This is an optimization exercise on Yosys and OpenROAD, whose aim is small area, not a production implementation. Function was checked by simulation only, so behaviour that the tests miss may differ from the original.

==> flow/design.v (excerpt) <==
module pcie_axi_master #
(
    parameter TLP_DATA_WIDTH = 64,
    parameter TLP_STRB_WIDTH = TLP_DATA_WIDTH/32,
    parameter TLP_HDR_WIDTH = 128,
    parameter TLP_SEG_COUNT = 1,
    parameter AXI_DATA_WIDTH = TLP_DATA_WIDTH,
    parameter AXI_ADDR_WIDTH = 64,
    parameter AXI_STRB_WIDTH = (AXI_DATA_WIDTH/8),
    parameter AXI_ID_WIDTH = 8,
    parameter AXI_MAX_BURST_LEN = 256,
    parameter TLP_FORCE_64_BIT_ADDR = 0
)
(
    input  wire                                    clk,
    input  wire                                    rst,
    input  wire [TLP_DATA_WIDTH-1:0]               rx_req_tlp_data,
    input  wire [TLP_SEG_COUNT*TLP_HDR_WIDTH-1:0]  rx_req_tlp_hdr,
    input  wire [TLP_SEG_COUNT-1:0]                rx_req_tlp_valid,
    input  wire [TLP_SEG_COUNT-1:0]                rx_req_tlp_sop,
    input  wire [TLP_SEG_COUNT-1:0]                rx_req_tlp_eop,
    output wire                                    rx_req_tlp_ready,
    output wire [TLP_DATA_WIDTH-1:0]               tx_cpl_tlp_data,
    output wire [TLP_STRB_WIDTH-1:0]               tx_cpl_tlp_strb,
    output wire [TLP_SEG_COUNT*TLP_HDR_WIDTH-1:0]  tx_cpl_tlp_hdr,
    output wire [TLP_SEG_COUNT-1:0]                tx_cpl_tlp_valid,
    output wire [TLP_SEG_COUNT-1:0]                tx_cpl_tlp_sop,
    output wire [TLP_SEG_COUNT-1:0]                tx_cpl_tlp_eop,
    input  wire                                    tx_cpl_tlp_ready,
    output wire [AXI_ID_WIDTH-1:0]                 m_axi_awid,
    output wire [AXI_ADDR_WIDTH-1:0]               m_axi_awaddr,
    output wire [7:0]                              m_axi_awlen,
    output wire [2:0]                              m_axi_awsize,
    output wire [1:0]                              m_axi_awburst,
    output wire                                    m_axi_awlock,
    output wire [3:0]                              m_axi_awcache,
    output wire [2:0]                              m_axi_awprot,
    output wire                                    m_axi_awvalid,
    input  wire                                    m_axi_awready,
    output wire [AXI_DATA_WIDTH-1:0]               m_axi_wdata,
    output wire [AXI_STRB_WIDTH-1:0]               m_axi_wstrb,
    output wire                                    m_axi_wlast,
    output wire                                    m_axi_wvalid,
    input  wire                                    m_axi_wready,
    input  wire [AXI_ID_WIDTH-1:0]                 m_axi_bid,
    input  wire [1:0]                              m_axi_bresp,
    input  wire                                    m_axi_bvalid,
    output wire                                    m_axi_bready,
    output wire [AXI_ID_WIDTH-1:0]                 m_axi_arid,
    output wire [AXI_ADDR_WIDTH-1:0]               m_axi_araddr,
    output wire [7:0]                              m_axi_arlen,
    output wire [2:0]                              m_axi_arsize,
    output wire [1:0]                              m_axi_arburst,
    output wire                                    m_axi_arlock,
    output wire [3:0]                              m_axi_arcache,
    output wire [2:0]                              m_axi_arprot,
    output wire                                    m_axi_arvalid,
    input  wire                                    m_axi_arready,
    input  wire [AXI_ID_WIDTH-1:0]                 m_axi_rid,
    input  wire [AXI_DATA_WIDTH-1:0]               m_axi_rdata,
    input  wire [1:0]                              m_axi_rresp,
    input  wire                                    m_axi_rlast,
    input  wire                                    m_axi_rvalid,
    output wire                                    m_axi_rready,
    input  wire [15:0]                             completer_id,
    input  wire [2:0]                              max_payload_size,
    output wire                                    status_error_cor,
    output wire                                    status_error_uncor
);
clock: 8.0 ns
lec_check: 0
cap_margin: 20
core_margin: 2
core_utilization: 60
slew_margin: 20
standard.sh (not shown) runs the stock make flow with config.mk's settings and CLKGATE_MAP_FILE= SYNTH_SCRIPT=/design/flow/synth_recipe.tcl, a recipe that flattens the netlist after the stock synthesis.
==> flow/flow/run.sh <==
#!/bin/bash
set -e
export CTS_ARGS="-sink_clustering_enable -repair_clock_nets -dont_use_dummy_load -sink_clustering_size 16 -sink_clustering_max_diameter 70 -buf_list sky130_fd_sc_hd__clkbuf_8"
export BUFFER_PORTS_ARGS="-buffer_cell sky130_fd_sc_hd__buf_1"
bash standard.sh > standard.log 2>&1
The first run ran to the end with no violations.
Change:
--- a/flow/design.v
+++ b/flow/design.v
@@ -236,15 +236,18 @@
     TLP_STATE_HEADER = 2'd1,
     TLP_STATE_TRANSFER = 2'd2;
 reg [1:0] tlp_state_reg, tlp_state_next;
 reg transfer_in_save;
 reg tlp_cmd_ready;
 reg [63:0] m_axi_araddr_reg, m_axi_araddr_next;
 reg first_reg, first_next;
-reg [12:0] op_count_reg, op_count_next;
+reg op_single_reg, op_single_next;
+reg [2:0] op_single_len_reg, op_single_len_next;
+reg [1:0] op_last_be_offset_reg, op_last_be_offset_next;
+reg [12:0] op_count;
 reg [10:0] op_dword_count_reg, op_dword_count_next;
 reg [6:0] tlp_lower_addr_reg, tlp_lower_addr_next;
 reg [11:0] tlp_len_reg, tlp_len_next;
 reg offset_reg, offset_next;
 reg [9:0] dword_count_reg, dword_count_next;
 reg bubble_cycle_reg, bubble_cycle_next;
 wire last_cycle_reg = dword_count_reg <= 2;
@@ -340,15 +343,17 @@
 always @* begin
     axi_state_next = AXI_STATE_IDLE;
     rx_req_tlp_ready_next = 1'b0;
     m_axi_araddr_next = m_axi_araddr_reg;
     first_next = first_reg;
     m_axi_arlen_next = m_axi_arlen_reg;
     m_axi_arvalid_next = m_axi_arvalid_reg && !m_axi_arready;
-    op_count_next = op_count_reg;
+    op_single_next = op_single_reg;
+    op_single_len_next = op_single_len_reg;
+    op_last_be_offset_next = op_last_be_offset_reg;
     op_dword_count_next = op_dword_count_reg;
     tlp_cmd_lower_addr_next = tlp_cmd_lower_addr_reg;
     tlp_cmd_byte_len_next = tlp_cmd_byte_len_reg;
     tlp_cmd_dword_len_next = tlp_cmd_dword_len_reg;
     tlp_cmd_bubble_cycle_next = tlp_cmd_bubble_cycle_reg;
     tlp_cmd_requester_id_next = tlp_cmd_requester_id_reg;
     tlp_cmd_tag_next = tlp_cmd_tag_reg;
@@ -356,29 +361,32 @@
     tlp_cmd_attr_next = tlp_cmd_attr_reg;
     tlp_cmd_valid_next = tlp_cmd_valid_reg && !tlp_cmd_ready;
     if (first_reg) begin
         cur_addr = m_axi_araddr_reg;
     end else begin
         cur_addr = {m_axi_araddr_reg[63:12], m_axi_araddr_reg[11:7] + max_payload_size_dw[9:5], 7'd0};
     end
+    if (op_single_reg) begin
+        op_count = op_single_len_reg;
+    end else begin
+        op_count = {op_dword_count_reg, 2'b00} - op_last_be_offset_reg - cur_addr[1:0];
+    end
     tlp_dword_count = 11'd0;
     tlp_cmd_last = 1'b0;
     tmp = 32'd0;
     case (axi_state_reg)
         AXI_STATE_IDLE: begin
             rx_req_tlp_ready_next = (!m_axi_arvalid_reg || m_axi_arready) && !tlp_cmd_valid_reg;
             if (rx_req_tlp_ready && rx_req_tlp_valid && rx_req_tlp_sop) begin
                 m_axi_araddr_next = {hdr_addr[63:2], first_be_offset};
                 first_next = 1'b1;
                 op_dword_count_next = hdr_length;
-                if (hdr_length == 1) begin
-                    op_count_next = single_dword_len;
-                end else begin
-                    op_count_next = (hdr_length << 2) - first_be_offset - last_be_offset;
-                end
+                op_single_next = hdr_length == 1;
+                op_single_len_next = single_dword_len;
+                op_last_be_offset_next = last_be_offset;
                 tlp_cmd_requester_id_next = hdr_requester_id;
                 tlp_cmd_tag_next = hdr_tag;
                 tlp_cmd_tc_next = hdr_tc;
                 tlp_cmd_attr_next = hdr_attr;
                 rx_req_tlp_ready_next = 1'b0;
                 axi_state_next = AXI_STATE_START;
             end
@@ -388,18 +396,17 @@
                 if (op_dword_count_reg <= max_payload_size_dw) begin
                     tlp_dword_count = op_dword_count_reg;
                     tlp_cmd_last = 1'b1;
                 end else begin
                     tlp_dword_count = max_payload_size_dw - cur_addr[6:2];
                     tlp_cmd_last = 1'b0;
                 end
-                op_count_next = op_count_reg - (tlp_dword_count << 2) + cur_addr[1:0];
                 op_dword_count_next = op_dword_count_reg - tlp_dword_count;
                 tlp_cmd_lower_addr_next = cur_addr[6:0];
-                tlp_cmd_byte_len_next = op_count_reg[11:0];
+                tlp_cmd_byte_len_next = op_count[11:0];
                 tlp_cmd_dword_len_next = tlp_dword_count[9:0];
                 tlp_cmd_bubble_cycle_next = cur_addr[2];
                 tlp_cmd_valid_next = 1'b1;
                 m_axi_araddr_next = cur_addr;
                 first_next = 1'b0;
                 tmp = (tlp_dword_count + cur_addr[2] - 1) >> 1;
                 m_axi_arlen_next = tmp[7:0];
@@ -511,15 +518,17 @@
     tx_cpl_tlp_length_int = dword_count_reg;
 end
 always @(posedge clk) begin
     axi_state_reg <= axi_state_next;
     tlp_state_reg <= tlp_state_next;
     m_axi_araddr_reg <= m_axi_araddr_next;
     first_reg <= first_next;
-    op_count_reg <= op_count_next;
+    op_single_reg <= op_single_next;
+    op_single_len_reg <= op_single_len_next;
+    op_last_be_offset_reg <= op_last_be_offset_next;
     op_dword_count_reg <= op_dword_count_next;
     tlp_lower_addr_reg <= tlp_lower_addr_next;
     tlp_len_reg <= tlp_len_next;
     dword_count_reg <= dword_count_next;
     offset_reg <= offset_next;
     bubble_cycle_reg <= bubble_cycle_next;
     requester_id_reg <= requester_id_next;
Worst setup slack improves by 390 ps.
Die area goes down slightly.
Routed wire length hardly moves.
Clock-buffer cell count goes down by 1.
Non-clock buffer count goes down by 18.
Worst hold slack degrades by 3.7 ps.
Maximum frequency goes up by a few percent.
Via count stays flat.

afterwards: timing with drivers on the ports:
The results above use ideal ports. As a check the final layouts listed here were re-extracted and re-timed, cells and wires unchanged.
Step 1 sets driving cells, clkbuf_16 on the clock port and buf_2 on the other inputs (assumed; they add their load-dependent delay and slew).
Step 2 times the ports against the registers' clock, not the clock port: input delays grow and output delays shrink by t, the midpoint of the rising clock arrivals with the driver on.
Slacks: ideal ports / drivers / drivers and shift; pairs: ideal ports / drivers.
| run | shift t [ns] | setup slack, ns | worst hold slack (ns) | clock arrival spread, ns | pins driven straight from the clock port |
|---|---|---|---|---|---|
| the first run | 0.933 | 1.146 / 1.146 / 1.146 | 0.394 / 0.394 / 0.394 | 0.150 / 0.150 | 1 |
| the second run | 0.953 | 1.536 / 1.536 / 1.536 | 0.391 / 0.391 / 0.391 | 0.104 / 0.104 | 1 |
After both steps setup and hold are still met in every run listed.
